What follows belongs to an exercise in optimizing a design on an open flow for small area and a short achievable clock period; a production flow would make more cautious choices.
Function was not checked in any run shown here: the RTL went through the layout flow alone.
Power is estimated from default activity; no workload was simulated.

## flow/standard.sh

```bash
#!/bin/bash
# synth_recipe.tcl (not shown) runs the flow's synth.tcl, then flattens the netlist and writes it again
# the make line also repeats each setting of config.mk as NAME=value (left out here)
make -C /OpenROAD-flow-scripts/flow DESIGN_CONFIG=/design/flow/config.mk WORK_HOME=/design/flow/orfs CLKGATE_MAP_FILE= SYNTH_SCRIPT=/design/flow/synth_recipe.tcl "${@:-finish}"
```

## flow/design.v

```verilog
`timescale 1ns / 1ps
module g_aoi222(input a1, b1, a2, b2, a3, b3, output y);
    assign y = ~((a1 & b1) | (a2 & b2) | (a3 & b3));
endmodule
module g_nand2(input a, b, output y);
    assign y = ~(a & b);
endmodule
module g_nand3(input a, b, c, output y);
    assign y = ~(a & b & c);
endmodule
module g_nand4(input a, b, c, d, output y);
    assign y = ~(a & b & c & d);
endmodule
module g_or2(input a, b, output y);
    assign y = a | b;
endmodule
module g_or3(input a, b, c, output y);
    assign y = a | b | c;
endmodule
module g_ha(input a, b, output s, co);
    assign s = a ^ b;
    assign co = a & b;
endmodule
module g_mux2(input a0, a1, s, output y);
    assign y = s ? a1 : a0;
endmodule
module g_inv(input a, output y);
    assign y = ~a;
endmodule
module g_xor2(input a, b, output y);
    assign y = a ^ b;
endmodule
module g_and2(input a, b, output y);
    assign y = a & b;
endmodule
module g_xnor2(input a, b, output y);
    assign y = ~(a ^ b);
endmodule
module g_nor2(input a, b, output y);
    assign y = ~(a | b);
endmodule
module g_aoi21(input a1, a2, b, output y);
    assign y = ~((a1 & a2) | b);
endmodule
module g_oai21(input a1, a2, b, output y);
    assign y = ~((a1 | a2) & b);
endmodule
module g_and4(input a, b, c, d, output y);
    assign y = a & b & c & d;
endmodule
`timescale 1ns / 1ps
module aor31(input [30:0] d, input [30:0] s, output q);
    wire [10:0] n;
    genvar i;
    generate
        for (i = 0; i < 10; i = i + 1) begin : a
            g_aoi222 u(d[3*i], s[3*i], d[3*i+1], s[3*i+1], d[3*i+2], s[3*i+2], n[i]);
        end
    endgenerate
    g_nand2 u10(d[30], s[30], n[10]);
    wire x0, x1, x2;
    g_nand4 c0(n[0], n[1], n[2], n[3], x0);
    g_nand4 c1(n[4], n[5], n[6], n[7], x1);
    g_nand3 c2(n[8], n[9], n[10], x2);
    g_or3 o(x0, x1, x2, q);
endmodule
module aor16(input [15:0] d, input [15:0] s, output q);
    wire [5:0] n;
    genvar i;
    generate
        for (i = 0; i < 5; i = i + 1) begin : a
            g_aoi222 u(d[3*i], s[3*i], d[3*i+1], s[3*i+1], d[3*i+2], s[3*i+2], n[i]);
        end
    endgenerate
    g_nand2 u5(d[15], s[15], n[5]);
    wire x0, x1;
    g_nand3 c0(n[0], n[1], n[2], x0);
    g_nand3 c1(n[3], n[4], n[5], x1);
    g_or2 o(x0, x1, q);
endmodule
module aor4(input [3:0] d, input [3:0] s, output q);
    wire n0, n1;
    g_aoi222 u0(d[0], s[0], d[1], s[1], d[2], s[2], n0);
    g_nand2 u1(d[3], s[3], n1);
    g_nand2 o(n0, n1, q);
endmodule
module aor5(input [4:0] d, input [4:0] s, output q);
    wire n0, n1, n2;
    g_aoi222 u0(d[0], s[0], d[1], s[1], d[2], s[2], n0);
    g_nand2 u1(d[3], s[3], n1);
    g_nand2 u2(d[4], s[4], n2);
    g_nand3 o(n0, n1, n2, q);
endmodule
module aor3(input [2:0] d, input [2:0] s, output q);
    wire n0;
    g_aoi222 u0(d[0], s[0], d[1], s[1], d[2], s[2], n0);
    g_inv o(n0, q);
endmodule
module aorn #(parameter N = 8) (input [N-1:0] d, input [N-1:0] s, output q);
    localparam G = N / 3;               
    localparam R = N - 3 * G;           
    localparam L = G + R;               
    wire [L-1:0] n;
    genvar i;
    generate
        for (i = 0; i < G; i = i + 1) begin : a
            g_aoi222 u(d[3*i], s[3*i], d[3*i+1], s[3*i+1], d[3*i+2], s[3*i+2], n[i]);
        end
        for (i = 0; i < R; i = i + 1) begin : b
            g_nand2 u(d[3*G+i], s[3*G+i], n[G+i]);
        end
        if (N == 1) begin : c1
            g_and2 o(d[0], s[0], q);
        end else if (L == 1) begin : c2
            g_inv o(n[0], q);
        end else if (L == 2) begin : c3
            g_nand2 o(n[0], n[1], q);
        end else if (L == 3) begin : c4
            g_nand3 o(n[0], n[1], n[2], q);
        end else begin : c5
            g_nand4 o(n[0], n[1], n[2], n[3], q);
        end
    endgenerate
endmodule
`timescale 1ns / 1ps
module inc_r #(parameter W = 14) (input [W-1:0] a, input ci, output [W-1:0] y, output co);
    wire [W:0] c;
    assign c[0] = ci;
    genvar i;
    generate
        for (i = 0; i < W; i = i + 1) begin : b
            g_ha h(.a(a[i]), .b(c[i]), .s(y[i]), .co(c[i+1]));
        end
    endgenerate
    assign co = c[W];
endmodule
module dec_r #(parameter W = 14) (input [W-1:0] a, output [W-1:0] y);
    wire [W-1:0] an = ~a;
    wire [W-1:0] yn;
    wire co;
    inc_r #(W) u(.a(an), .ci(1'b1), .y(yn), .co(co));    
    assign y = ~yn;
endmodule
module add16c(input [15:0] a, input [15:0] b, output [15:0] s, output co);
    wire [16:0] p, g;
    adder #(17) u(.a({1'b0, a}), .b({1'b0, b}), .cin(1'b1), .s({co, s}), .p(p), .g(g));
endmodule
module PC(
    input [29:0] pc,
    input halt,
    input beq, bne, eq,
    input jump,
    input [15:0] imm,
    input [25:0] j_addr,
    output [29:0] npc
    );
    wire [15:0] p4_lo, bt_lo;
    wire c_lo, c16, c_y;
    inc_r #(16) il(.a(pc[15:0]), .ci(1'b1), .y(p4_lo), .co(c_lo));
    add16c al(.a(pc[15:0]), .b(imm), .s(bt_lo), .co(c16));
    wire [13:0] hi_p, hi_m;
    inc_r #(14) ip(.a(pc[29:16]), .ci(1'b1), .y(hi_p), .co(c_y));
    dec_r #(14) im(.a(pc[29:16]), .y(hi_m));
    wire taken = eq ? beq : bne;
    wire taken_n = ~taken;
    wire seq = ~(halt | jump);            
    wire n_same = halt | ((seq | jump) & ~c_lo);    
    wire n_inc = (seq | jump) & c_lo;               
    wire [29:0] other, bt;
    wire b_same = c16 == imm[15];
    wire b_inc = c16 & ~imm[15];
    wire b_dec = ~c16 & imm[15];
    genvar i;
    generate
        for (i = 0; i < 16; i = i + 1) begin : lo
            aor3 m(.d({j_addr[i], pc[i], p4_lo[i]}), .s({jump, halt, seq}), .q(other[i]));
            assign bt[i] = bt_lo[i];
        end
        for (i = 16; i < 26; i = i + 1) begin : mid
            aor3 m(.d({j_addr[i], hi_p[i-16], pc[i]}), .s({jump, n_inc & ~jump, n_same & ~jump}), .q(other[i]));
        end
        for (i = 26; i < 30; i = i + 1) begin : hi
            aor3 m(.d({1'b0, hi_p[i-16], pc[i]}), .s({1'b0, n_inc, ~n_inc}), .q(other[i]));
        end
        for (i = 16; i < 30; i = i + 1) begin : bh
            aor3 m(.d({hi_m[i-16], hi_p[i-16], pc[i]}), .s({b_dec, b_inc, b_same}), .q(bt[i]));
        end
        for (i = 0; i < 30; i = i + 1) begin : f
            wire n0, n1;
            g_nand2 u0(other[i], taken_n, n0);
            g_nand2 u1(bt[i], taken, n1);
            g_nand2 u2(n0, n1, npc[i]);
        end
    endgenerate
endmodule
`timescale 1ns / 1ps
module CU(
    input [5:0] opCode,
    output op_ori, op_and, op_or, op_sll, op_slti,
    output op_sw, op_lw, op_beq, op_bne, op_j, op_halt,
    output useImm,    
    output subtract,  
    output RegWre,    
    output RegDst     
    );
    wire op_addi = opCode == 6'b000001;
    wire op_sub  = opCode == 6'b000010;
    assign op_ori  = opCode == 6'b010000;
    assign op_and  = opCode == 6'b010001;
    assign op_or   = opCode == 6'b010010;
    assign op_sll  = opCode == 6'b011000;
    assign op_slti = opCode == 6'b011011;
    assign op_sw   = opCode == 6'b100110;
    assign op_lw   = opCode == 6'b100111;
    assign op_beq  = opCode == 6'b110000;
    assign op_bne  = opCode == 6'b110001;
    assign op_j    = opCode == 6'b111000;
    assign op_halt = opCode == 6'b111111;
    assign useImm = op_addi | op_sw | op_lw | op_slti;
    assign subtract = op_sub | op_beq | op_bne | op_slti;
    assign RegWre = ~(op_sw | op_beq | op_bne | op_j | op_halt);
    assign RegDst = ~(op_addi | op_ori | op_lw | op_slti);
endmodule
`timescale 1ns / 1ps
module prefix #(parameter N = 32) (input [N-1:0] g, input [N-1:0] p, input cin, output [N-1:0] c);
    reg [N-1:0] G, P, Gn, Pn;
    integer l, i;
    always @(*) begin
        G = g;
        P = p;
        G[0] = g[0] | (p[0] & cin);
        for (l = 1; l < N; l = l * 2) begin
            Gn = G;
            Pn = P;
            for (i = l; i < N; i = i + 1) begin
                Gn[i] = G[i] | (P[i] & G[i-l]);
                Pn[i] = P[i] & P[i-l];
            end
            G = Gn;
            P = Pn;
        end
    end
    assign c = {G[N-2:0], cin};
endmodule
module adder #(parameter N = 32) (input [N-1:0] a, input [N-1:0] b, input cin,
                                  output [N-1:0] s, output [N-1:0] p, output [N-1:0] g);
    wire [N-1:0] c;
    genvar i;
    generate
        for (i = 0; i < N; i = i + 1) begin : b_
            g_xor2 xp(a[i], b[i], p[i]);
            g_and2 ag(a[i], b[i], g[i]);
            g_xor2 xs(p[i], c[i], s[i]);
        end
    endgenerate
    prefix #(N) pf(.g(g), .p(p), .cin(cin), .c(c));
endmodule
module eq32(input [31:0] a, input [31:0] b, output eq);
    assign eq = a == b;
endmodule
module shl32(input [31:0] a, input [4:0] sh, output [31:0] y);
    wire [3:0] d1 = 4'b1 << sh[1:0];
    wire [7:0] d2 = 8'b1 << sh[4:2];
    wire [31:0] t;
    genvar i, k;
    generate
        for (i = 0; i < 32; i = i + 1) begin : s1
            localparam N1 = (i < 3) ? i + 1 : 4;
            wire [N1-1:0] dd;
            for (k = 0; k < N1; k = k + 1) begin : t_
                assign dd[k] = a[i-k];
            end
            aorn #(N1) m(.d(dd), .s(d1[N1-1:0]), .q(t[i]));
        end
        for (i = 0; i < 32; i = i + 1) begin : s2
            localparam N2 = i / 4 + 1;
            wire [N2-1:0] dd;
            for (k = 0; k < N2; k = k + 1) begin : t_
                assign dd[k] = t[i-4*k];
            end
            aorn #(N2) m(.d(dd), .s(d2[N2-1:0]), .q(y[i]));
        end
    endgenerate
endmodule
module ALU(
    input [31:0] A,         
    input [31:0] R2,
    input [15:0] imm,
    input [4:0] sa,
    input op_ori, op_and, op_or, op_sll, op_slti,
    input useImm, subtract,
    output [31:0] result
    );
    wire useI = useImm | op_ori;
    wire [31:0] ext = {{16{imm[15] & ~op_ori}}, imm};
    wire [31:0] B = (useI ? ext : R2) ^ {32{subtract}};
    wire [31:0] sum, p, g;
    adder32k add(.a(A), .b(B), .cin(subtract), .s(sum), .p(p), .g(g));
    wire lt = (A[31] ^ imm[15]) ? A[31] : sum[31];
    wire [31:0] shl;
    shl32 sh(.a(R2), .sh(sa), .y(shl));
    wire is_sum = ~(op_ori | op_and | op_or | op_sll | op_slti);
    wire s_or = op_ori | op_or;           
    wire s_g = s_or | op_and;             
    aor5 r0(.d({sum[0], op_slti & lt, shl[0], g[0], p[0]}),
            .s({is_sum, 1'b1, op_sll, s_g, s_or}), .q(result[0]));
    genvar i;
    generate
        for (i = 1; i < 32; i = i + 1) begin : r
            aor4 m(.d({sum[i], shl[i], g[i], p[i]}), .s({is_sum, op_sll, s_g, s_or}), .q(result[i]));
        end
    endgenerate
endmodule
module adder32k(input [31:0] a, input [31:0] b, input cin,
               output [31:0] s, output [31:0] p, output [31:0] g);
    wire w0, w1, w2, w3, w4, w5, w6, w7, w8, w9, w10, w11, w12, w13, w14, w15, w16, w17, w18, w19, w20, w21, w22, w23, w24, w25, w26, w27, w28, w29, w30, w31, w32, w33, w34, w35, w36, w37, w38, w39, w40, w41, w42, w43, w44, w45, w46, w47, w48, w49, w50, w51, w52, w53, w54, w55, w56, w57, w58, w59, w60, w61, w62, w63, w64, w65, w66, w67, w68, w69, w70, w71, w72, w73, w74, w75, w76, w77, w78, w79, w80, w81, w82, w83, w84, w85, w86, w87, w88, w89, w90, w91, w92, w93, w94, w95, w96, w97, w98, w99, w100, w101, w102, w103, w104, w105, w106, w107, w108, w109, w110, w111, w112, w113, w114, w115, w116, w117, w118, w119, w120, w121, w122, w123, w124, w125, w126, w127, w128, w129, w130, w131, w132, w133, w134, w135, w136, w137, w138, w139, w140, w141, w142, w143, w144, w145, w146, w147, w148, w149, w150, w151, w152, w153, w154, w155, w156, w157, w158, w159, w160, w161, w162, w163, w164, w165, w166, w167, w168, w169, w170, w171, w172, w173, w174, w175, w176, w177, w178, w179, w180, w181, w182, w183, w184, w185, w186, w187, w188, w189, w190, w191, w192, w193, w194, w195, w196, w197, w198, w199, w200, w201, w202, w203, w204, w205, w206, w207, w208, w209, w210, w211, w212, w213, w214, w215, w216, w217, w218, w219, w220, w221, w222, w223, w224, w225, w226, w227, w228, w229, w230, w231, w232, w233, w234, w235, w236, w237, w238;
    g_xor2 xp0(a[0], b[0], p[0]);
    g_and2 ag0(a[0], b[0], g[0]);
    g_xor2 xp1(a[1], b[1], p[1]);
    g_and2 ag1(a[1], b[1], g[1]);
    g_xor2 xp2(a[2], b[2], p[2]);
    g_and2 ag2(a[2], b[2], g[2]);
    g_xor2 xp3(a[3], b[3], p[3]);
    g_and2 ag3(a[3], b[3], g[3]);
    g_xor2 xp4(a[4], b[4], p[4]);
    g_and2 ag4(a[4], b[4], g[4]);
    g_xor2 xp5(a[5], b[5], p[5]);
    g_and2 ag5(a[5], b[5], g[5]);
    g_xor2 xp6(a[6], b[6], p[6]);
    g_and2 ag6(a[6], b[6], g[6]);
    g_xor2 xp7(a[7], b[7], p[7]);
    g_and2 ag7(a[7], b[7], g[7]);
    g_xor2 xp8(a[8], b[8], p[8]);
    g_and2 ag8(a[8], b[8], g[8]);
    g_xor2 xp9(a[9], b[9], p[9]);
    g_and2 ag9(a[9], b[9], g[9]);
    g_xor2 xp10(a[10], b[10], p[10]);
    g_and2 ag10(a[10], b[10], g[10]);
    g_xor2 xp11(a[11], b[11], p[11]);
    g_and2 ag11(a[11], b[11], g[11]);
    g_xor2 xp12(a[12], b[12], p[12]);
    g_and2 ag12(a[12], b[12], g[12]);
    g_xor2 xp13(a[13], b[13], p[13]);
    g_and2 ag13(a[13], b[13], g[13]);
    g_xor2 xp14(a[14], b[14], p[14]);
    g_and2 ag14(a[14], b[14], g[14]);
    g_xor2 xp15(a[15], b[15], p[15]);
    g_and2 ag15(a[15], b[15], g[15]);
    g_xor2 xp16(a[16], b[16], p[16]);
    g_and2 ag16(a[16], b[16], g[16]);
    g_xor2 xp17(a[17], b[17], p[17]);
    g_and2 ag17(a[17], b[17], g[17]);
    g_xor2 xp18(a[18], b[18], p[18]);
    g_and2 ag18(a[18], b[18], g[18]);
    g_xor2 xp19(a[19], b[19], p[19]);
    g_and2 ag19(a[19], b[19], g[19]);
    g_xor2 xp20(a[20], b[20], p[20]);
    g_and2 ag20(a[20], b[20], g[20]);
    g_xor2 xp21(a[21], b[21], p[21]);
    g_and2 ag21(a[21], b[21], g[21]);
    g_xor2 xp22(a[22], b[22], p[22]);
    g_and2 ag22(a[22], b[22], g[22]);
    g_xor2 xp23(a[23], b[23], p[23]);
    g_and2 ag23(a[23], b[23], g[23]);
    g_xor2 xp24(a[24], b[24], p[24]);
    g_and2 ag24(a[24], b[24], g[24]);
    g_xor2 xp25(a[25], b[25], p[25]);
    g_and2 ag25(a[25], b[25], g[25]);
    g_xor2 xp26(a[26], b[26], p[26]);
    g_and2 ag26(a[26], b[26], g[26]);
    g_xor2 xp27(a[27], b[27], p[27]);
    g_and2 ag27(a[27], b[27], g[27]);
    g_xor2 xp28(a[28], b[28], p[28]);
    g_and2 ag28(a[28], b[28], g[28]);
    g_xor2 xp29(a[29], b[29], p[29]);
    g_and2 ag29(a[29], b[29], g[29]);
    g_xor2 xp30(a[30], b[30], p[30]);
    g_and2 ag30(a[30], b[30], g[30]);
    g_xor2 xp31(a[31], b[31], p[31]);
    g_and2 ag31(a[31], b[31], g[31]);
    g_xor2 xs0(p[0], cin, s[0]);
    g_xnor2 xs1(p[1], w0, s[1]);
    g_xnor2 xs2(p[2], w2, s[2]);
    g_xor2 xs3(p[3], w63, s[3]);
    g_xor2 xs4(p[4], w64, s[4]);
    g_xnor2 xs5(p[5], w122, s[5]);
    g_xnor2 xs6(p[6], w124, s[6]);
    g_xnor2 xs7(p[7], w125, s[7]);
    g_xnor2 xs8(p[8], w126, s[8]);
    g_xor2 xs9(p[9], w175, s[9]);
    g_xor2 xs10(p[10], w176, s[10]);
    g_xor2 xs11(p[11], w178, s[11]);
    g_xor2 xs12(p[12], w180, s[12]);
    g_xor2 xs13(p[13], w181, s[13]);
    g_xor2 xs14(p[14], w182, s[14]);
    g_xor2 xs15(p[15], w183, s[15]);
    g_xor2 xs16(p[16], w184, s[16]);
    g_xnor2 xs17(p[17], w218, s[17]);
    g_xnor2 xs18(p[18], w220, s[18]);
    g_xnor2 xs19(p[19], w221, s[19]);
    g_xnor2 xs20(p[20], w222, s[20]);
    g_xnor2 xs21(p[21], w224, s[21]);
    g_xnor2 xs22(p[22], w226, s[22]);
    g_xnor2 xs23(p[23], w228, s[23]);
    g_xnor2 xs24(p[24], w230, s[24]);
    g_xnor2 xs25(p[25], w231, s[25]);
    g_xnor2 xs26(p[26], w232, s[26]);
    g_xnor2 xs27(p[27], w233, s[27]);
    g_xnor2 xs28(p[28], w234, s[28]);
    g_xnor2 xs29(p[29], w235, s[29]);
    g_xnor2 xs30(p[30], w236, s[30]);
    g_xnor2 xs31(p[31], w237, s[31]);
    g_aoi21 u0(p[0], cin, g[0], w0);
    g_inv u1(w0, w1);
    g_aoi21 u2(p[1], w1, g[1], w2);
    g_aoi21 u3(p[2], g[1], g[2], w3);
    g_nand2 u4(p[2], p[1], w4);
    g_aoi21 u5(p[3], g[2], g[3], w5);
    g_nand2 u6(p[3], p[2], w6);
    g_aoi21 u7(p[4], g[3], g[4], w7);
    g_nand2 u8(p[4], p[3], w8);
    g_aoi21 u9(p[5], g[4], g[5], w9);
    g_nand2 u10(p[5], p[4], w10);
    g_aoi21 u11(p[6], g[5], g[6], w11);
    g_nand2 u12(p[6], p[5], w12);
    g_aoi21 u13(p[7], g[6], g[7], w13);
    g_nand2 u14(p[7], p[6], w14);
    g_aoi21 u15(p[8], g[7], g[8], w15);
    g_nand2 u16(p[8], p[7], w16);
    g_aoi21 u17(p[9], g[8], g[9], w17);
    g_nand2 u18(p[9], p[8], w18);
    g_aoi21 u19(p[10], g[9], g[10], w19);
    g_nand2 u20(p[10], p[9], w20);
    g_aoi21 u21(p[11], g[10], g[11], w21);
    g_nand2 u22(p[11], p[10], w22);
    g_aoi21 u23(p[12], g[11], g[12], w23);
    g_nand2 u24(p[12], p[11], w24);
    g_aoi21 u25(p[13], g[12], g[13], w25);
    g_nand2 u26(p[13], p[12], w26);
    g_aoi21 u27(p[14], g[13], g[14], w27);
    g_nand2 u28(p[14], p[13], w28);
    g_aoi21 u29(p[15], g[14], g[15], w29);
    g_nand2 u30(p[15], p[14], w30);
    g_aoi21 u31(p[16], g[15], g[16], w31);
    g_nand2 u32(p[16], p[15], w32);
    g_aoi21 u33(p[17], g[16], g[17], w33);
    g_nand2 u34(p[17], p[16], w34);
    g_aoi21 u35(p[18], g[17], g[18], w35);
    g_nand2 u36(p[18], p[17], w36);
    g_aoi21 u37(p[19], g[18], g[19], w37);
    g_nand2 u38(p[19], p[18], w38);
    g_aoi21 u39(p[20], g[19], g[20], w39);
    g_nand2 u40(p[20], p[19], w40);
    g_aoi21 u41(p[21], g[20], g[21], w41);
    g_nand2 u42(p[21], p[20], w42);
    g_aoi21 u43(p[22], g[21], g[22], w43);
    g_nand2 u44(p[22], p[21], w44);
    g_aoi21 u45(p[23], g[22], g[23], w45);
    g_nand2 u46(p[23], p[22], w46);
    g_aoi21 u47(p[24], g[23], g[24], w47);
    g_nand2 u48(p[24], p[23], w48);
    g_aoi21 u49(p[25], g[24], g[25], w49);
    g_nand2 u50(p[25], p[24], w50);
    g_aoi21 u51(p[26], g[25], g[26], w51);
    g_nand2 u52(p[26], p[25], w52);
    g_aoi21 u53(p[27], g[26], g[27], w53);
    g_nand2 u54(p[27], p[26], w54);
    g_aoi21 u55(p[28], g[27], g[28], w55);
    g_nand2 u56(p[28], p[27], w56);
    g_aoi21 u57(p[29], g[28], g[29], w57);
    g_nand2 u58(p[29], p[28], w58);
    g_aoi21 u59(p[30], g[29], g[30], w59);
    g_nand2 u60(p[30], p[29], w60);
    g_aoi21 u61(p[31], g[30], g[31], w61);
    g_nand2 u62(p[31], p[30], w62);
    g_oai21 u63(w4, w0, w3, w63);
    g_oai21 u64(w6, w2, w5, w64);
    g_oai21 u65(w8, w3, w7, w65);
    g_nor2 u66(w8, w4, w66);
    g_oai21 u67(w10, w5, w9, w67);
    g_nor2 u68(w10, w6, w68);
    g_oai21 u69(w12, w7, w11, w69);
    g_nor2 u70(w12, w8, w70);
    g_oai21 u71(w14, w9, w13, w71);
    g_nor2 u72(w14, w10, w72);
    g_oai21 u73(w16, w11, w15, w73);
    g_nor2 u74(w16, w12, w74);
    g_oai21 u75(w18, w13, w17, w75);
    g_nor2 u76(w18, w14, w76);
    g_oai21 u77(w20, w15, w19, w77);
    g_nor2 u78(w20, w16, w78);
    g_oai21 u79(w22, w17, w21, w79);
    g_nor2 u80(w22, w18, w80);
    g_oai21 u81(w24, w19, w23, w81);
    g_nor2 u82(w24, w20, w82);
    g_oai21 u83(w26, w21, w25, w83);
    g_nor2 u84(w26, w22, w84);
    g_oai21 u85(w28, w23, w27, w85);
    g_nor2 u86(w28, w24, w86);
    g_oai21 u87(w30, w25, w29, w87);
    g_nor2 u88(w30, w26, w88);
    g_oai21 u89(w32, w27, w31, w89);
    g_nor2 u90(w32, w28, w90);
    g_oai21 u91(w34, w29, w33, w91);
    g_nor2 u92(w34, w30, w92);
    g_oai21 u93(w36, w31, w35, w93);
    g_nor2 u94(w36, w32, w94);
    g_oai21 u95(w38, w33, w37, w95);
    g_nor2 u96(w38, w34, w96);
    g_oai21 u97(w40, w35, w39, w97);
    g_nor2 u98(w40, w36, w98);
    g_oai21 u99(w42, w37, w41, w99);
    g_nor2 u100(w42, w38, w100);
    g_oai21 u101(w44, w39, w43, w101);
    g_nor2 u102(w44, w40, w102);
    g_oai21 u103(w46, w41, w45, w103);
    g_nor2 u104(w46, w42, w104);
    g_oai21 u105(w48, w43, w47, w105);
    g_nor2 u106(w48, w44, w106);
    g_oai21 u107(w50, w45, w49, w107);
    g_nor2 u108(w50, w46, w108);
    g_oai21 u109(w52, w47, w51, w109);
    g_nor2 u110(w52, w48, w110);
    g_oai21 u111(w54, w49, w53, w111);
    g_nor2 u112(w54, w50, w112);
    g_oai21 u113(w56, w51, w55, w113);
    g_nor2 u114(w56, w52, w114);
    g_oai21 u115(w58, w53, w57, w115);
    g_nor2 u116(w58, w54, w116);
    g_oai21 u117(w60, w55, w59, w117);
    g_nor2 u118(w60, w56, w118);
    g_oai21 u119(w62, w57, w61, w119);
    g_nor2 u120(w62, w58, w120);
    g_inv u121(w0, w121);
    g_aoi21 u122(w66, w121, w65, w122);
    g_inv u123(w2, w123);
    g_aoi21 u124(w68, w123, w67, w124);
    g_aoi21 u125(w70, w63, w69, w125);
    g_aoi21 u126(w72, w64, w71, w126);
    g_aoi21 u127(w74, w65, w73, w127);
    g_nand2 u128(w74, w66, w128);
    g_aoi21 u129(w76, w67, w75, w129);
    g_nand2 u130(w76, w68, w130);
    g_aoi21 u131(w78, w69, w77, w131);
    g_nand2 u132(w78, w70, w132);
    g_aoi21 u133(w80, w71, w79, w133);
    g_nand2 u134(w80, w72, w134);
    g_aoi21 u135(w82, w73, w81, w135);
    g_nand2 u136(w82, w74, w136);
    g_aoi21 u137(w84, w75, w83, w137);
    g_nand2 u138(w84, w76, w138);
    g_aoi21 u139(w86, w77, w85, w139);
    g_nand2 u140(w86, w78, w140);
    g_aoi21 u141(w88, w79, w87, w141);
    g_nand2 u142(w88, w80, w142);
    g_aoi21 u143(w90, w81, w89, w143);
    g_nand2 u144(w90, w82, w144);
    g_aoi21 u145(w92, w83, w91, w145);
    g_nand2 u146(w92, w84, w146);
    g_aoi21 u147(w94, w85, w93, w147);
    g_nand2 u148(w94, w86, w148);
    g_aoi21 u149(w96, w87, w95, w149);
    g_nand2 u150(w96, w88, w150);
    g_aoi21 u151(w98, w89, w97, w151);
    g_nand2 u152(w98, w90, w152);
    g_aoi21 u153(w100, w91, w99, w153);
    g_nand2 u154(w100, w92, w154);
    g_aoi21 u155(w102, w93, w101, w155);
    g_nand2 u156(w102, w94, w156);
    g_aoi21 u157(w104, w95, w103, w157);
    g_nand2 u158(w104, w96, w158);
    g_aoi21 u159(w106, w97, w105, w159);
    g_nand2 u160(w106, w98, w160);
    g_aoi21 u161(w108, w99, w107, w161);
    g_nand2 u162(w108, w100, w162);
    g_aoi21 u163(w110, w101, w109, w163);
    g_nand2 u164(w110, w102, w164);
    g_aoi21 u165(w112, w103, w111, w165);
    g_nand2 u166(w112, w104, w166);
    g_aoi21 u167(w114, w105, w113, w167);
    g_nand2 u168(w114, w106, w168);
    g_aoi21 u169(w116, w107, w115, w169);
    g_nand2 u170(w116, w108, w170);
    g_aoi21 u171(w118, w109, w117, w171);
    g_nand2 u172(w118, w110, w172);
    g_aoi21 u173(w120, w111, w119, w173);
    g_nand2 u174(w120, w112, w174);
    g_oai21 u175(w128, w0, w127, w175);
    g_oai21 u176(w130, w2, w129, w176);
    g_inv u177(w63, w177);
    g_oai21 u178(w132, w177, w131, w178);
    g_inv u179(w64, w179);
    g_oai21 u180(w134, w179, w133, w180);
    g_oai21 u181(w136, w122, w135, w181);
    g_oai21 u182(w138, w124, w137, w182);
    g_oai21 u183(w140, w125, w139, w183);
    g_oai21 u184(w142, w126, w141, w184);
    g_oai21 u185(w144, w127, w143, w185);
    g_nor2 u186(w144, w128, w186);
    g_oai21 u187(w146, w129, w145, w187);
    g_nor2 u188(w146, w130, w188);
    g_oai21 u189(w148, w131, w147, w189);
    g_nor2 u190(w148, w132, w190);
    g_oai21 u191(w150, w133, w149, w191);
    g_nor2 u192(w150, w134, w192);
    g_oai21 u193(w152, w135, w151, w193);
    g_nor2 u194(w152, w136, w194);
    g_oai21 u195(w154, w137, w153, w195);
    g_nor2 u196(w154, w138, w196);
    g_oai21 u197(w156, w139, w155, w197);
    g_nor2 u198(w156, w140, w198);
    g_oai21 u199(w158, w141, w157, w199);
    g_nor2 u200(w158, w142, w200);
    g_oai21 u201(w160, w143, w159, w201);
    g_nor2 u202(w160, w144, w202);
    g_oai21 u203(w162, w145, w161, w203);
    g_nor2 u204(w162, w146, w204);
    g_oai21 u205(w164, w147, w163, w205);
    g_nor2 u206(w164, w148, w206);
    g_oai21 u207(w166, w149, w165, w207);
    g_nor2 u208(w166, w150, w208);
    g_oai21 u209(w168, w151, w167, w209);
    g_nor2 u210(w168, w152, w210);
    g_oai21 u211(w170, w153, w169, w211);
    g_nor2 u212(w170, w154, w212);
    g_oai21 u213(w172, w155, w171, w213);
    g_nor2 u214(w172, w156, w214);
    g_oai21 u215(w174, w157, w173, w215);
    g_nor2 u216(w174, w158, w216);
    g_inv u217(w0, w217);
    g_aoi21 u218(w186, w217, w185, w218);
    g_inv u219(w2, w219);
    g_aoi21 u220(w188, w219, w187, w220);
    g_aoi21 u221(w190, w63, w189, w221);
    g_aoi21 u222(w192, w64, w191, w222);
    g_inv u223(w122, w223);
    g_aoi21 u224(w194, w223, w193, w224);
    g_inv u225(w124, w225);
    g_aoi21 u226(w196, w225, w195, w226);
    g_inv u227(w125, w227);
    g_aoi21 u228(w198, w227, w197, w228);
    g_inv u229(w126, w229);
    g_aoi21 u230(w200, w229, w199, w230);
    g_aoi21 u231(w202, w175, w201, w231);
    g_aoi21 u232(w204, w176, w203, w232);
    g_aoi21 u233(w206, w178, w205, w233);
    g_aoi21 u234(w208, w180, w207, w234);
    g_aoi21 u235(w210, w181, w209, w235);
    g_aoi21 u236(w212, w182, w211, w236);
    g_aoi21 u237(w214, w183, w213, w237);
    g_aoi21 u238(w216, w184, w215, w238);
endmodule
`timescale 1ns / 1ps
module SumDec4(input [3:0] a, input [3:0] b, output [15:0] m);
    wire [3:0] x, xn, o, g;
    genvar i, r;
    generate
        for (i = 0; i < 4; i = i + 1) begin : b_
            g_xor2 ux(a[i], b[i], x[i]);
            g_inv un(x[i], xn[i]);
            g_or2 uo(a[i], b[i], o[i]);
            g_and2 ua(a[i], b[i], g[i]);
        end
        wire [3:0] t1, t2, t3;
        for (i = 1; i < 4; i = i + 1) begin : t_
            wire e00, e01, e10, e11;
            g_xnor2 u00(x[i], o[i-1], e00);    
            g_xor2  u01(x[i], o[i-1], e01);    
            g_xnor2 u10(x[i], g[i-1], e10);    
            g_xor2  u11(x[i], g[i-1], e11);    
            if (i == 1) assign t1 = {e11, e10, e01, e00};
            if (i == 2) assign t2 = {e11, e10, e01, e00};
            if (i == 3) assign t3 = {e11, e10, e01, e00};
        end
        for (r = 0; r < 16; r = r + 1) begin : m_
            g_and4 u(r[0] ? x[0] : xn[0],
                     t1[{r[0], r[1]}], t2[{r[1], r[2]}], t3[{r[2], r[3]}], m[r]);
        end
    endgenerate
endmodule
module MemSel(
    input [5:0] ra,           
    input [5:0] ia,           
    input we,
    input [63:0] mvalid,      
    output [63:0] rsel,       
    output [63:0] wen,
    output [15:0] wsel,       
    output [15:0] osel_n      
    );
    reg [43:0] sel;
    always @(*) begin
        case ({ra[1:0], ia[1:0]})
            4'd0: sel = {16'h8421, 16'h8421, 12'h249};
            4'd1: sel = {16'h1842, 16'h4218, 12'h24a};
            4'd2: sel = {16'h2184, 16'h2184, 12'h252};
            4'd3: sel = {16'h4218, 16'h1842, 12'h292};
            4'd4: sel = {16'h1842, 16'h4218, 12'h24a};
            4'd5: sel = {16'h2184, 16'h2184, 12'h252};
            4'd6: sel = {16'h4218, 16'h1842, 12'h292};
            4'd7: sel = {16'h8421, 16'h8421, 12'h492};
            4'd8: sel = {16'h2184, 16'h2184, 12'h252};
            4'd9: sel = {16'h4218, 16'h1842, 12'h292};
            4'd10: sel = {16'h8421, 16'h8421, 12'h492};
            4'd11: sel = {16'h1842, 16'h4218, 12'h494};
            4'd12: sel = {16'h4218, 16'h1842, 12'h292};
            4'd13: sel = {16'h8421, 16'h8421, 12'h492};
            4'd14: sel = {16'h1842, 16'h4218, 12'h494};
            4'd15: sel = {16'h2184, 16'h2184, 12'h4a4};
            default: sel = 44'b0;
        endcase
    end
    assign osel_n = sel[43:28];
    assign wsel = sel[27:12];
    wire we_n = ~we;
    wire [15:0] m;
    SumDec4 sd(.a(ra[5:2]), .b(ia[5:2]), .m(m));
    genvar k, i, r;
    generate
        for (k = 0; k < 4; k = k + 1) begin : bank
            for (r = 0; r < 16; r = r + 1) begin : row
                wire n;    
                g_aoi222 u(m[r], sel[3*k], m[(r+15)%16], sel[3*k+1], m[(r+14)%16], sel[3*k+2], n);
                wire vn;
                g_inv uv(mvalid[4*r + k], vn);
                g_nor2 ur(n, vn, rsel[16*k + r]);
                g_nor2 uw(n, we_n, wen[16*k + r]);
            end
        end
    endgenerate
endmodule
module MemRead(
    input [511:0] ram,         
    input [63:0] rsel,
    input [15:0] osel,
    output [31:0] word
    );
    wire [7:0] bout [0:3];
    genvar k, b, r, i;
    generate
        for (k = 0; k < 4; k = k + 1) begin : bank
            for (b = 0; b < 8; b = b + 1) begin : bit_
                wire [15:0] col;
                for (r = 0; r < 16; r = r + 1) begin : rr
                    assign col[r] = ram[8*(4*r+k) + b];
                end
                aor16 m(.d(col), .s(rsel[16*k +: 16]), .q(bout[k][b]));
            end
        end
        for (i = 0; i < 4; i = i + 1) begin : ob
            for (b = 0; b < 8; b = b + 1) begin : bit_
                aor4 m(.d({bout[3][b], bout[2][b], bout[1][b], bout[0][b]}),
                       .s(osel[4*i +: 4]), .q(word[31-8*i-7+b]));
            end
        end
    endgenerate
endmodule
module MemWData(
    input [31:0] DataIn,
    input [15:0] wsel,
    output [31:0] wbytes       
    );
    genvar k, b;
    generate
        for (k = 0; k < 4; k = k + 1) begin : bank
            for (b = 0; b < 8; b = b + 1) begin : bit_
                aor4 m(.d({DataIn[b], DataIn[8+b], DataIn[16+b], DataIn[24+b]}),
                       .s({wsel[4*k+3], wsel[4*k+2], wsel[4*k+1], wsel[4*k+0]}),
                       .q(wbytes[8*k+b]));
            end
        end
    endgenerate
endmodule
`timescale 1ns / 1ps
module RegRead(
    input [31*32-1:0] d,      
    input [31:1] valid,
    input [4:0] ra,
    output [31:0] q
    );
    wire [31:0] oh = 32'b1 << ra;
    wire [30:0] s = oh[31:1] & valid;
    genvar b, i;
    generate
        for (b = 0; b < 32; b = b + 1) begin : bit_
            wire [30:0] col;
            for (i = 0; i < 31; i = i + 1) begin : r
                assign col[i] = d[32*i + b];
            end
            aor31 m(.d(col), .s(s), .q(q[b]));
        end
    endgenerate
endmodule
`timescale 1ns / 1ps
module SingleCycleCPU(
    input clk, Reset,
    input [31:0] instr,
    output [5:0] opCode,
    output [31:0] ReadData1, ReadData2, currentPC, nextPC, result, DMOut,
    output [4:0] rs, rt
);
    wire [4:0] rd = instr[15:11];
    wire [4:0] sa = instr[10:6];
    wire [15:0] imm = instr[15:0];
    assign opCode = instr[31:26];
    assign rs = instr[25:21];
    assign rt = instr[20:16];
    wire op_ori, op_and, op_or, op_sll, op_slti, op_sw, op_lw, op_beq, op_bne, op_j, op_halt;
    wire useImm, subtract, RegWre, RegDst;
    CU cu(.opCode(opCode), .op_ori(op_ori), .op_and(op_and), .op_or(op_or), .op_sll(op_sll),
          .op_slti(op_slti), .op_sw(op_sw), .op_lw(op_lw), .op_beq(op_beq), .op_bne(op_bne),
          .op_j(op_j), .op_halt(op_halt), .useImm(useImm), .subtract(subtract),
          .RegWre(RegWre), .RegDst(RegDst));
    reg [31:2] pc;                
    reg [31:0] regFile [1:31];    
    reg [31:1] valid;             
    reg [7:0] ram [0:63];         
    reg [63:0] mvalid;            
    wire [31*32-1:0] rflat;
    genvar g;
    generate
        for (g = 1; g < 32; g = g + 1) begin : rf
            assign rflat[32*(g-1) +: 32] = regFile[g];
        end
    endgenerate
    RegRead rp1(.d(rflat), .valid(valid), .ra(rs), .q(ReadData1));
    RegRead rp2(.d(rflat), .valid(valid), .ra(rt), .q(ReadData2));
    ALU alu(.A(ReadData1), .R2(ReadData2), .imm(imm), .sa(sa),
            .op_ori(op_ori), .op_and(op_and), .op_or(op_or), .op_sll(op_sll),
            .op_slti(op_slti), .useImm(useImm), .subtract(subtract), .result(result));
    wire eq;
    eq32 cmp(.a(ReadData1), .b(ReadData2), .eq(eq));
    wire [29:0] npc;
    PC pcl(.pc(pc), .halt(op_halt), .beq(op_beq), .bne(op_bne), .eq(eq), .jump(op_j),
           .imm(imm), .j_addr(instr[25:0]), .npc(npc));
    assign currentPC = {pc, 2'b00};
    assign nextPC = {npc, 2'b00};
    wire [63:0] rsel, wen;
    wire [15:0] wsel, osel_n;
    MemSel ms(.ra(ReadData1[5:0]), .ia(imm[5:0]), .we(op_sw), .mvalid(mvalid), .rsel(rsel), .wen(wen), .wsel(wsel), .osel_n(osel_n));
    wire [511:0] rambits;
    generate
        for (g = 0; g < 64; g = g + 1) begin : rb
            assign rambits[8*g +: 8] = ram[g];
        end
    endgenerate
    MemRead mr(.ram(rambits), .rsel(rsel), .osel(osel_n), .word(DMOut));
    wire [31:0] wd = op_lw ? DMOut : result;
    wire [31:0] wbytes;
    MemWData mw(.DataIn(ReadData2), .wsel(wsel), .wbytes(wbytes));
    wire [4:0] wa = RegDst ? rd : rt;
    integer j;
    always @(posedge clk or negedge Reset) begin
        if (Reset == 0) pc <= 0;
        else pc <= npc;
    end
    generate
        for (g = 1; g < 32; g = g + 1) begin : w
            wire wen_r = RegWre && wa == g;
            always @(posedge clk) if (wen_r) regFile[g] <= wd;
            always @(posedge clk or negedge Reset) begin
                if (Reset == 0) valid[g] <= 1'b0;
                else if (wen_r) valid[g] <= 1'b1;
            end
        end
        for (g = 0; g < 64; g = g + 1) begin : m
            always @(posedge clk) if (wen[16*(g%4) + g/4]) ram[g] <= wbytes[8*(g%4) +: 8];
            always @(posedge clk or negedge Reset) begin
                if (Reset == 0) mvalid[g] <= 1'b0;
                else if (wen[16*(g%4) + g/4]) mvalid[g] <= 1'b1;
            end
        end
    endgenerate
endmodule
```

## flow/constraint.sdc

```tcl
create_clock -name core_clock -period 20.0 [get_ports {clk}]
set_input_delay 4.0000 -clock core_clock [delete_from_list [all_inputs] [get_ports {clk}]]
set_output_delay 4.0000 -clock core_clock [all_outputs]
set_load 0.01 [all_outputs]
```

## flow/flow/settings.sh

```bash
# Settings read by run.sh
PORT_BUF_ARGS="-buffer_cell sky130_fd_sc_hd__buf_2"
CTS_ARGS_V="-sink_clustering_enable -repair_clock_nets -buf_list {sky130_fd_sc_hd__clkbuf_8} -sink_clustering_size 16 -sink_clustering_max_diameter 50 -dont_use_dummy_load"
SETUP_MARGIN=6
EXTRA_MAKE_ARGS=""
```

## flow/config.mk

```make
export PLATFORM = sky130hd
export DESIGN_NAME = SingleCycleCPU
export DESIGN_NICKNAME = SingleCycleCPU
export VERILOG_FILES = /design/flow/design.v
export SDC_FILE = /design/flow/constraint.sdc
export NUM_CORES = 8
export LEC_CHECK = 0
export CAP_MARGIN = 30
export CORE_MARGIN = 2
export CORE_UTILIZATION = 22
export SLEW_MARGIN = 30
export SYNTH_HIERARCHICAL = 1
export SYNTH_MINIMUM_KEEP_SIZE = 0
```

## flow/flow/run.sh

```bash
#!/bin/bash
# Layout flow: the standard synthesis unchanged, then the standard ORFS
# steps with our own port buffers, clock tree settings and timing target.
set -euo pipefail
HERE=$(cd "$(dirname "$0")" && pwd)
source "$HERE/settings.sh"

bash standard.sh synth > synth.log 2>&1
bash standard.sh \
  BUFFER_PORTS_ARGS="$PORT_BUF_ARGS" \
  CTS_ARGS="$CTS_ARGS_V" \
  SETUP_SLACK_MARGIN="$SETUP_MARGIN" \
  $EXTRA_MAKE_ARGS \
  finish > layout.log 2>&1
```

==> results of run 1 <==
==> area by class of cell <==
class | instances | area share (%)
Inverter | 183 | 0.832
Multi-Input combinational cell | 3099 | 28.3
Sequential cell | 1629 | 58.5
Antenna cell | 26 | 0.0788
Tap cell | 4346 | 6.59
Clock buffer | 143 | 2.39
Timing Repair Buffer | 427 | 3.28
==> final timing paths <==
check / startpoint / to / slack (ns) / cells after the start
max: instr[23] / DMOut[23] / 5.99 / 19
min: mvalid[42]$_DFFE_PN0P_ / mvalid[42]$_DFFE_PN0P_ / 0.47 / 1
max reg2reg: valid[1]$_DFFE_PN0P_ / regFile[15][9]$_DFFE_PP_ / 13.25 / 17
min reg2reg: mvalid[42]$_DFFE_PN0P_ / mvalid[42]$_DFFE_PN0P_ / 0.47 / 1
max in group asynchronous: Reset / valid[14]$_DFFE_PN0P_ / 15.44 / 2
min in group asynchronous: Reset / mvalid[40]$_DFFE_PN0P_ / 3.08 / 1
==> power by group <==
| part | switching (mW) | internal (mW) | total [mW] | leakage [nW] |
|---|---|---|---|---|
| Clock | 1.07 | 0.637 | 1.71 | 1.03 |
| Combinational | 1.98 | 0.556 | 2.53 | 11.7 |
| Sequential | 0.0871 | 4.33 | 4.42 | 15.2 |
| Total | 3.13 | 5.52 | 8.66 | 27.9 |
==> what timing repair did <==
item,4_1_cts,5_1_grt
resized for setup,41,64
setup endpoints to repair,32,37
buffers inserted,30,7
pin swaps,43,44
==> through the flow <==
stage / total power, mW / std cells / hold WS [ns]
6_report: 8.66 / 9853 / 0.468
5_1_grt: 8.90 / 9836 / 0.490
4_1_cts: 8.61 / 9820 / 0.469
3_5_place_dp: 6.93 / 9647 / 0.453
3_3_place_gp: 6.86 / 9646 / 0.450
2_1_floorplan: 5.63 / 4998 / 0.440
==> registers in the layout, summed over array words and instances (netlist names) <==
name / cells
regFile: 992
valid: 31
pc: 30
ram: 512
mvalid: 64
==> worst reg2reg max path: stages, from the launching register on <==
cell and delay, ns:
dfrtp_1 0.42, and3_1 0.15, buf_4 0.27, a222oi_1 0.48, nand4_1 0.40, or3_4 0.57, or2_1 0.28, xor2_1 0.22
and4_2 0.40, a222oi_1 0.47, nor2_1 0.26, a222oi_1 0.43, nand3_1 0.25, or2_4 0.36, a222oi_1 0.41, nand2_2 0.19
buf_4 0.23, mux2_2 0.57
==> per-layer routing <==
metal | part of all wire (%) | track usage (%)
met1 | 35 | 20.5
met2 | 46 | 27.0
met3 | 14 | 5.20
met4 | 5.4 | 7.94
met5 | 0.055 | 0
==> placed cells by master (no fill, tap or decap), types with 45 or more instances in the layout <==
cell	count
dfrtp_1	125
or2_2	66
nor2_1	172
buf_4	182
ha_1	46
and2_1	60
o21ai_1	56
nand3_1	141
clkbuf_8	143
and3_1	66
buf_2	232
a21oi_2	84
nand4_1	136
conb_1	52
xnor2_1	45
xor2_1	127
nand2_1	529
a222oi_1	1070
edfxtp_1	1504
inv_1	180
or3_1	59
==> results.toml, run 1 <==
[placement]
place_ws_ns = 4.76
place.gp.congestion = 0.933
io_buffers = 237
hpwl_um = 195000
dpl-instance-area_um2 = 79800

[critical_path]
path_cells = "buf_2 > nor2_1 > and3_1 > buf_4 > a222oi_1 > nand4_1 > or3_4 > or2_1 > xor2_1 > and4_2 > a222oi_1 > nor2_1 > nand2_1 > nand3_1 > or2_1 > a222oi_1 > nand2_2 > buf_6 > buf_2"
path_max_fanout = 32
critPathRequiredTime_ns = 16.00
cpPeakStageDelay_ns = 0.79
path_buf_inv = 4
worstSetupEndpointType = "output pin"
worst-setup-path-type = "in -> out"
cp_common_cell = "a222oi_1"
crit_path_top_delay_cell = "a222oi_1"
arrival_ns = 10.01
crit_family = "simple AND/OR/NAND/NOR gates"
setup.worst_path.start_class = "input pin"

[synthesis]
syn-cell-area_um2 = 72200
synthCells = 4954
synth_warnings = 12
synth.avg_cell_area_um2 = 14.6

[run]
cap_violations = 0

[floorplanning]
die_area_um2 = 333000
ios = 242
die_w_um = 577
rows = 210
coreArea_um2 = 327000
die_h_um = 577
start_util_pct = 22.1

[finish]
drive_above_1_share_pct = 17.1
seqCellArea_um2 = 48300
postLayoutCellArea_um2 = 82500
syn_to_final_growth_pct = 14.3
multi_input_area_um2 = 23400
nFillCells = 33700
layout.nets = 5563
finish.utilization_pct = 25.2

[sta]
min_period_over_period_pct = 70.0
skew_ns = 0.167
finalCriticalPeriod_ns = 14.01
setup_viol = 0
slew_violations = 0
fin_ws_ns = 5.99
slew_headroom_pct = 27.9
rsz0062_at_grt = "no"
fmax_mhz = 71.4
worstMarginPinSlew_ns = 1.08
setup_tns_ns = 0
final-hold-violation-count = 0

[clock_network]
cts_buffer_depth = 3
htreeDepth = 4
cts-root-buf = "clkbuf_8"
path_clk_slew_ns = 0.07
cts_buffers = 143
holdBufCountCts = 0
clkSinkCount = 1629
clk_latency_ns = 1.01
cts_tree = "done"

[global_routing]
antenna_found_initial = 42
grt_first_pass_wirelength_um = 403000
grt_max_degree = 66
track_usage_pct = 16.8
grt_pass1_vias = 52400
grt_overflow = 0

[drt]
vias = 55600
drc = 0
firstDrtPassIters = 22
routed_wl_um = 294000
drt_first_iter_violations = 13900
ant_nets = 0
detail_route.wl_per_cell_um = 29.9
via_per_inst = 5.64

[power]
vdd_ir_drop_max_uv = 85.3
p_per_area_nw_per_um2 = 105
p_leak_nw = 27.9

[status]
outcome = "no timing/DRC/antenna violations"

[min_path]
hold_path.class = "reg -> reg"
==> inputs of run 2 (changes only) <==
--- a/flow/design.v
+++ b/flow/design.v
@@ -49,4 +49,7 @@
     assign y = a & b & c & d;
 endmodule
+module g_mux2i(input a0, a1, s, output y);
+    assign y = ~(s ? a1 : a0);
+endmodule
 `timescale 1ns / 1ps
 module aor31(input [30:0] d, input [30:0] s, output q);
@@ -146,4 +149,8 @@
     adder #(17) u(.a({1'b0, a}), .b({1'b0, b}), .cin(1'b1), .s({co, s}), .p(p), .g(g));
 endmodule
+module takensel(input eq, beq, bne, beq_n, bne_n, output t, tn);
+    g_mux2i u0(.a0(bne_n), .a1(beq_n), .s(eq), .y(t));
+    g_mux2i u1(.a0(bne), .a1(beq), .s(eq), .y(tn));
+endmodule
 module PC(
     input [29:0] pc,
@@ -162,6 +169,6 @@
     inc_r #(14) ip(.a(pc[29:16]), .ci(1'b1), .y(hi_p), .co(c_y));
     dec_r #(14) im(.a(pc[29:16]), .y(hi_m));
-    wire taken = eq ? beq : bne;
-    wire taken_n = ~taken;
+    wire beq_n = ~beq, bne_n = ~bne;
+    wire [4:0] tk, tkn;
     wire seq = ~(halt | jump);            
     wire n_same = halt | ((seq | jump) & ~c_lo);    
@@ -186,6 +193,11 @@
             aor3 m(.d({hi_m[i-16], hi_p[i-16], pc[i]}), .s({b_dec, b_inc, b_same}), .q(bt[i]));
         end
+        for (i = 0; i < 5; i = i + 1) begin : tc
+            takensel ts(.eq(eq), .beq(beq), .bne(bne), .beq_n(beq_n), .bne_n(bne_n),
+                        .t(tk[i]), .tn(tkn[i]));
+        end
         for (i = 0; i < 30; i = i + 1) begin : f
             wire n0, n1;
+            wire taken = tk[i / 6], taken_n = tkn[i / 6];
             g_nand2 u0(other[i], taken_n, n0);
             g_nand2 u1(bt[i], taken, n1);
@@ -296,6 +308,7 @@
     wire [31:0] B = (useI ? ext : R2) ^ {32{subtract}};
     wire [31:0] sum, p, g;
-    adder32k add(.a(A), .b(B), .cin(subtract), .s(sum), .p(p), .g(g));
-    wire lt = (A[31] ^ imm[15]) ? A[31] : sum[31];
+    wire c31;
+    adder32k add(.a(A), .b(B), .cin(subtract), .s(sum), .p(p), .g(g), .cm(c31));
+    wire lt = (A[31] ^ imm[15]) ? A[31] : ~c31;
     wire [31:0] shl;
     shl32 sh(.a(R2), .sh(sa), .y(shl));
@@ -313,6 +326,6 @@
 endmodule
 module adder32k(input [31:0] a, input [31:0] b, input cin,
-               output [31:0] s, output [31:0] p, output [31:0] g);
-    wire w0, w1, w2, w3, w4, w5, w6, w7, w8, w9, w10, w11, w12, w13, w14, w15, w16, w17, w18, w19, w20, w21, w22, w23, w24, w25, w26, w27, w28, w29, w30, w31, w32, w33, w34, w35, w36, w37, w38, w39, w40, w41, w42, w43, w44, w45, w46, w47, w48, w49, w50, w51, w52, w53, w54, w55, w56, w57, w58, w59, w60, w61, w62, w63, w64, w65, w66, w67, w68, w69, w70, w71, w72, w73, w74, w75, w76, w77, w78, w79, w80, w81, w82, w83, w84, w85, w86, w87, w88, w89, w90, w91, w92, w93, w94, w95, w96, w97, w98, w99, w100, w101, w102, w103, w104, w105, w106, w107, w108, w109, w110, w111, w112, w113, w114, w115, w116, w117, w118, w119, w120, w121, w122, w123, w124, w125, w126, w127, w128, w129, w130, w131, w132, w133, w134, w135, w136, w137, w138, w139, w140, w141, w142, w143, w144, w145, w146, w147, w148, w149, w150, w151, w152, w153, w154, w155, w156, w157, w158, w159, w160, w161, w162, w163, w164, w165, w166, w167, w168, w169, w170, w171, w172, w173, w174, w175, w176, w177, w178, w179, w180, w181, w182, w183, w184, w185, w186, w187, w188, w189, w190, w191, w192, w193, w194, w195, w196, w197, w198, w199, w200, w201, w202, w203, w204, w205, w206, w207, w208, w209, w210, w211, w212, w213, w214, w215, w216, w217, w218, w219, w220, w221, w222, w223, w224, w225, w226, w227, w228, w229, w230, w231, w232, w233, w234, w235, w236, w237, w238;
+               output [31:0] s, output [31:0] p, output [31:0] g, output cm);
+    wire w0, w1, w2, w3, w4, w5, w6, w7, w8, w9, w10, w11, w12, w13, w14, w15, w16, w17, w18, w19, w20, w21, w22, w23, w24, w25, w26, w27, w28, w29, w30, w31, w32, w33, w34, w35, w36, w37, w38, w39, w40, w41, w42, w43, w44, w45, w46, w47, w48, w49, w50, w51, w52, w53, w54, w55, w56, w57, w58, w59, w60, w61, w62, w63, w64, w65, w66, w67, w68, w69, w70, w71, w72, w73, w74, w75, w76, w77, w78, w79, w80, w81, w82, w83, w84, w85, w86, w87, w88, w89, w90, w91, w92, w93, w94, w95, w96, w97, w98, w99, w100, w101, w102, w103, w104, w105, w106, w107, w108, w109, w110, w111, w112, w113, w114, w115, w116, w117, w118, w119, w120, w121, w122, w123, w124, w125, w126, w127, w128, w129, w130, w131, w132, w133, w134, w135, w136, w137, w138, w139, w140, w141, w142, w143, w144, w145, w146, w147, w148, w149, w150, w151, w152, w153, w154, w155, w156, w157, w158, w159, w160, w161, w162, w163, w164, w165, w166, w167, w168, w169, w170, w171, w172, w173, w174, w175, w176, w177, w178, w179, w180, w181, w182, w183, w184, w185, w186, w187, w188, w189, w190, w191, w192, w193, w194, w195, w196, w197, w198, w199, w200, w201, w202, w203, w204, w205, w206, w207, w208, w209, w210, w211, w212, w213, w214, w215, w216, w217, w218, w219, w220, w221, w222, w223, w224, w225, w226, w227, w228, w229, w230, w231, w232, w233, w234, w235, w236, w237, w238, w239;
     g_xor2 xp0(a[0], b[0], p[0]);
     g_and2 ag0(a[0], b[0], g[0]);
@@ -411,4 +424,5 @@
     g_xnor2 xs30(p[30], w236, s[30]);
     g_xnor2 xs31(p[31], w237, s[31]);
+    assign cm = w239;
     g_aoi21 u0(p[0], cin, g[0], w0);
     g_inv u1(w0, w1);
@@ -650,4 +664,5 @@
     g_aoi21 u237(w214, w183, w213, w237);
     g_aoi21 u238(w216, w184, w215, w238);
+    g_inv u239(w237, w239);
 endmodule
 `timescale 1ns / 1ps
--- a/flow/flow/run.sh
+++ b/flow/flow/run.sh
@@ -11,4 +11,5 @@
   CTS_ARGS="$CTS_ARGS_V" \
   SETUP_SLACK_MARGIN="$SETUP_MARGIN" \
+  PRE_RESIZE_TCL="$HERE/pre_resize.tcl" \
   $EXTRA_MAKE_ARGS \
   finish > layout.log 2>&1
==> flow/flow/pre_resize.tcl (new file) <==
# Stronger buffers on the input ports (they drive the decoders directly).
foreach inst [get_cells input*] {
  replace_cell $inst sky130_fd_sc_hd__buf_8
}
==> run 2 against run 1 <==
  * Combinational power about the same
  * Critical path depth is 1 lower
  * Maximum frequency down 0.25%
  * Critical path type unchanged
  * Register-to-register slack lost 0.29 ns
  * Largest power group unchanged
  * Cell count fell by 0.24%
  * Global-route usage up 0.32 points
  * Sequential power barely moved
  * Critical endpoint is now DMOut[27]
  * Synthesized area is 0.14% higher
  * Clock skew decreased by 0.013 ns
==> results.toml, run 2 <==
[status]
outcome = "no timing/DRC/antenna violations"

[critical_path]
reg2reg_to = "regFile[9][19]$_DFFE_PP_"
setup.worst_path.start_class = "input pin"
worst-setup-path-type = "in -> out"
worstSetupEndpointType = "output pin"
crit_path_start = "instr[23]"
endpoint = "DMOut[27]"
arrival_ns = 10.04
r2r_cells = 17
path_max_fanout = 32
r2r_slack_ns = 12.96
rr_startpoint = "valid[6]$_DFFE_PN0P_"
critPathRequiredTime_ns = 16.00

[run]
cap_violations = 0

[clock_network]
cts_tree = "done"
clk_latency_ns = 0.97
holdBufCountCts = 0
htreeDepth = 4
clkSinkCount = 1629
cts-root-buf = "clkbuf_8"
path_clk_slew_ns = 0.05
cts_buffers = 140
cts_buffer_depth = 3

[drt]
wl_met1_um = 107000
ant_nets = 0
routed_wl_um = 302000
firstDrtPassIters = 23
detail_route.wl_per_cell_um = 30.7
top_layer = "met5"
drc = 0
drt_first_iter_violations = 14100
vias = 56400
via_per_inst = 5.74
dr_wl_met2_um = 134000
wl_met3_um = 42100

[floorplanning]
start_util_pct = 22.1
die_h_um = 577
ios = 242
die_w_um = 577
rows = 210
coreArea_um2 = 327000
die_area_um2 = 333000

[synthesis]
synthCells = 4964
syn-cell-area_um2 = 72300
synth_warnings = 12
synth.avg_cell_area_um2 = 14.6

[sta]
slew_headroom_pct = 28.0
setup_viol = 0
final-hold-violation-count = 0
fmax_mhz = 71.2
rsz0062_at_grt = "no"
skew_ns = 0.154
worstMarginPinSlew_ns = 1.08
finalCriticalPeriod_ns = 14.04
setup_tns_ns = 0
hold-worst-slack_ns = 0.469
min_period_over_period_pct = 70.2
slew_violations = 0

[finish]
final_cell_mix = "1504 x edfxtp_1, 1070 x a222oi_1, 537 x nand2_1, 204 x buf_2, 184 x inv_1"
top_register = "regFile"
layout.nets = 5550
reg_top3 = "regFile x992, ram x512, mvalid x64"
drive_above_1_share_pct = 16.4
final_common_cell = "edfxtp_1"
syn_to_final_growth_pct = 14.3
largest_reg_flops = 992

[power]
p_total_mw = 8.62
p_leak_nw = 28.0
vdd_ir_drop_max_uv = 81.3
p_per_area_nw_per_um2 = 104

[placement]
place.gp.congestion = 0.949
hpwl_um = 197000
io_buffers = 237

[global_routing]
grt_overflow = 0
grt_max_degree = 69
track_usage_pct = 17.1
grt_pass1_vias = 53300
antenna_found_initial = 35
grt_first_pass_wirelength_um = 409000

[min_path]
hold_depth = 1
hold_path.class = "reg -> reg"
-- run 2: how the worst min path moves through the flow --
stage                                 startpoint                      to  slack, ns
after detailed placement  mvalid[43]$_DFFE_PN0P_  mvalid[43]$_DFFE_PN0P_       0.45
after global placement    mvalid[16]$_DFFE_PN0P_  mvalid[16]$_DFFE_PN0P_       0.45
after global routing       mvalid[4]$_DFFE_PN0P_   mvalid[4]$_DFFE_PN0P_       0.48
after floorplan            mvalid[0]$_DFFE_PN0P_   mvalid[0]$_DFFE_PN0P_       0.44
after CTS                  mvalid[8]$_DFFE_PN0P_   mvalid[8]$_DFFE_PN0P_       0.47
final                      mvalid[8]$_DFFE_PN0P_   mvalid[8]$_DFFE_PN0P_       0.47
-- run 2: area by class of cell --
class / count / area, um^2
inverter: 186 / 698
timing repair buffer: 407 / 2860
sequential: 1629 / 48300
multi-input combinational: 3106 / 23400
clock buffer: 140 / 1930
antenna: 15 / 37.5
fill: 33600 / 244000
tap: 4346 / 5440
-- run 2: power breakdown --
part           switching [mW]  internal (mW)
registers              0.0878           4.33
logic                    1.96          0.551
clock network            1.07          0.624
total                    3.12           5.51
-- run 2: per-stage QoR --
stage	instance area (um^2)	util, %	std cells	setup WS, ns
global placement	79800	24.4	9644	4.91
detailed placement	80200	24.5	9644	5.12
CTS	82200	25.1	9791	6.00
floorplan	72500	-	5008	7.16
global route	82600	25.3	9817	5.95
finish	82700	25.3	9829	5.96
-- run 2: per-layer routing --
metal	track usage, %	vias to the layer above
met4	10.0	8
met2	26.5	4712
li1	-	22600
met1	20.9	28300
met3	5.63	862
met5	0	-
-- run 2: worst max-delay path, cell delays in order --
cell and delay (ns):
buf_8 0.13, nor2b_1 0.16, and3_1 0.20, buf_6 0.23, a222oi_1 0.47, nand4_1 0.45
or3_4 0.63, and2_1 0.23, xor2_1 0.21, and4_1 0.36, a222oi_1 0.58, nor2_1 0.30
a222oi_1 0.54, nand3_1 0.16, or2_1 0.34, a222oi_1 0.52, nand2_1 0.26, buf_2 0.23
-- run 2: repair_timing --
action	in CTS	in global routing
buffers inserted	7	21
pin swaps	15	65
resized for setup	17	57
hold endpoints to repair	0	0
cloned	0	1
endpoints found under the setup margin	32	44
==> inputs of run 3 (changes only) <==
==> flow/flow/settings.sh (replaced) <==
# Settings read by run.sh
PORT_BUF_ARGS="-buffer_cell sky130_fd_sc_hd__buf_2"
CTS_ARGS_V="-sink_clustering_enable -repair_clock_nets -buf_list {sky130_fd_sc_hd__clkbuf_8} -sink_clustering_size 16 -sink_clustering_max_diameter 50 -dont_use_dummy_load"
SETUP_MARGIN=7
EXTRA_MAKE_ARGS=""
==> run 3 against run 2 <==
  * Still clean
  * Worst setup slack improved by 0.29 ns
  * Total power grew 1.7%
  * Utilization grew 0.74 points
  * Critical path type unchanged
  * Largest cell class unchanged
==> results.toml, run 3 <==
[synthesis]
synth_warnings = 12
synth.avg_cell_area_um2 = 14.6
synthCells = 4964
syn-cell-area_um2 = 72300

[drt]
via_per_inst = 5.73
vias = 57100
routed_wl_um = 307000
detail_route.wl_per_cell_um = 30.9
ant_nets = 0
firstDrtPassIters = 21
drt_first_iter_violations = 14000
drc = 0

[critical_path]
setup.worst_path.start_class = "input pin"
worst-setup-path-type = "in -> out"
r2r_slack_ns = 13.12
crit_path_top_delay_cell = "or3_4"
cpPeakStageDelay_ns = 0.62
arrival_ns = 9.75
worstSetupEndpointType = "output pin"
rr_startpoint = "valid[4]$_DFFE_PN0P_"
cp_common_cell = "a222oi_1"
reg2reg_to = "regFile[3][21]$_DFFE_PP_"
path_cells = "clkbuf_16 > and3b_2 > and3_4 > buf_12 > a222oi_1 > nand4_1 > or3_4 > xor2_4 > inv_1 > and4_4 > a222oi_1 > nor2_2 > buf_4 > buf_4 > a222oi_1 > nand3_1 > or2_4 > a222oi_1 > nand2_1 > buf_6"
r2r_cells = 18
path_max_fanout = 8
critPathRequiredTime_ns = 16.00

[clock_network]
path_clk_slew_ns = 0.05
cts_buffers = 140
htreeDepth = 4
cts_tree = "done"
clk_latency_ns = 0.97
cts_buffer_depth = 3
holdBufCountCts = 0
clkSinkCount = 1629
cts-root-buf = "clkbuf_8"

[floorplanning]
ios = 242
die_area_um2 = 333000
rows = 210
die_h_um = 577
die_w_um = 577
start_util_pct = 22.1
coreArea_um2 = 327000

[finish]
drive_above_1_share_pct = 20.8
top_register = "regFile"
final_cells = 9966
final_cell_mix = "1504 x edfxtp_1, 1070 x a222oi_1, 517 x nand2_1, 256 x buf_4, 185 x buf_2"
largest_reg_flops = 992
syn_to_final_growth_pct = 17.7
reg_top3 = "regFile x992, ram x512, mvalid x64"
final_common_cell = "edfxtp_1"
layout.nets = 5691

[power]
intPower_mw = 5.61
vdd_ir_drop_max_uv = 81.2
power_frac_seq_pct = 50.4
swShare_pct = 36.1
p_leak_nw = 29.0
p_per_area_nw_per_um2 = 103
pwr-share-clk_pct = 19.4
p_sw_mw = 3.16
p_comb_share_pct = 30.2

[placement]
hpwl_um = 197000
place.gp.congestion = 0.949
dp_cells = 9644
io_buffers = 237

[sta]
min_period_over_period_pct = 68.8
fmax_mhz = 72.7
skew_ns = 0.148
worstMarginPinSlew_ns = 1.02
slew_violations = 0
setup_tns_ns = 0
finalCriticalPeriod_ns = 13.75
rsz0062_at_grt = "yes"
final-hold-violation-count = 0
setup_viol = 0
slew_headroom_pct = 31.7

[global_routing]
grt_pass1_vias = 54300
antenna_found_initial = 30
grt_first_pass_wirelength_um = 417000
track_usage_pct = 17.5
grt_overflow = 0
grt_max_degree = 69

[min_path]
hp-start = "mvalid[8]$_DFFE_PN0P_"
holdPathEnd = "mvalid[8]$_DFFE_PN0P_"
hold_depth = 1
hold_path.class = "reg -> reg"

[status]
outcome = "no timing/DRC/antenna violations"

[run]
cap_violations = 0
-- run 3: routing by layer --
layer  wire length [um]  GRT usage, %  vias up
met5                 56             0        -
met4              21900          11.1        6
met3              44300          5.86      941
met2             135000          26.7     4881
met1             106000          21.1    28500
li1                   -             -    22800
-- run 3: power by group through the flow --
| stage | clock, mW | sequential [mW] | combinational [mW] |
|---|---|---|---|
| global placement | 0 | 4.48 | 2.33 |
| CTS | 1.71 | 4.41 | 2.52 |
| global route | 1.83 | 4.43 | 2.75 |
| finish | 1.70 | 4.42 | 2.65 |
| detailed placement | 0 | 4.49 | 2.40 |
| floorplan | 0 | 4.46 | 1.17 |
-- run 3: how the worst max path moves through the flow --
stage                     end      start  cells past startpoint  slack (ns)
CTS                 DMOut[21]  instr[21]                     18        6.54
global route        DMOut[21]  instr[25]                     18        6.28
detailed placement  DMOut[23]  instr[24]                     18        5.12
global placement    DMOut[23]  instr[24]                     18        4.91
floorplan           DMOut[27]  instr[24]                     15        7.16
finish              DMOut[17]  instr[24]                     20        6.25
-- run 3: cell type report --
class	instances	area, um^2
multi-input cells	3106	24100
flip-flops and latches	1629	48300
clock buffers	140	1930
repair buffers	548	4610
well taps	4346	5440
diodes	11	27.5
fillers	33400	242000
inverters	186	698
-- run 3: timing repair --
item | 4_1_cts | 5_1_grt
pin swaps | 178 | 99
buffers inserted | 121 | 39
gates cloned | 10 | 1
setup endpoints to repair | 88 | 85
resized for setup | 276 | 63
-- run 3: critical path, delay by kind of cell --
kind	cells	cell delay [ns]
and+or+nand+nor	9	2.66
buffers and inverters	6	0.94
xor gates and xnor gates	1	0.28
AOI/OAI and AO/OA	4	1.84
-- run 3: per-stage QoR --
stage                     util, %  worst slack, ns  hold slack, ns  power, mW  area, um^2
after floorplan                 -             7.16           0.440       5.63       72500
after global placement       24.4             4.91           0.449       6.82       79800
after detailed placement     24.5             5.12           0.452       6.89       80200
after CTS                    25.8             6.54           0.467       8.64       84400
after global routing         26.0             6.28           0.480       9.01       85100
final                        26.0             6.25           0.466       8.77       85100

==> separate check: timing with driven ports <==
The flow's constraints put no driver on any port. The routed layouts listed below were extracted and timed again, unchanged, in two steps. Step 1 assumes that a clkbuf_16 drives the clock port and a buf_2 every other input. Step 2 moves the port delays by t, midway between the first and last clock arrival at a register: inputs arrive t later, outputs are due t later. That takes back most of the time a late clock gives input paths. a / b / c = ideal ports / drivers / drivers and shift; a / b = the first two.
| run | t (ns) | setup slack, ns | worst setup path after step 2 |
|---|---|---|---|
| run 1 | 1.018 | 5.992 / 5.961 / 5.961 | input to output |
| run 2 | 1.002 | 5.957 / 5.873 / 5.873 | input to output |
| run 3 | 1.003 | 6.249 / 5.997 / 5.997 | input to output |
After both steps every run listed still meets setup and hold. For run 3, which loses most, drivers alone change the setup slack by -0.252 ns; drivers and shift together by -0.252 ns.
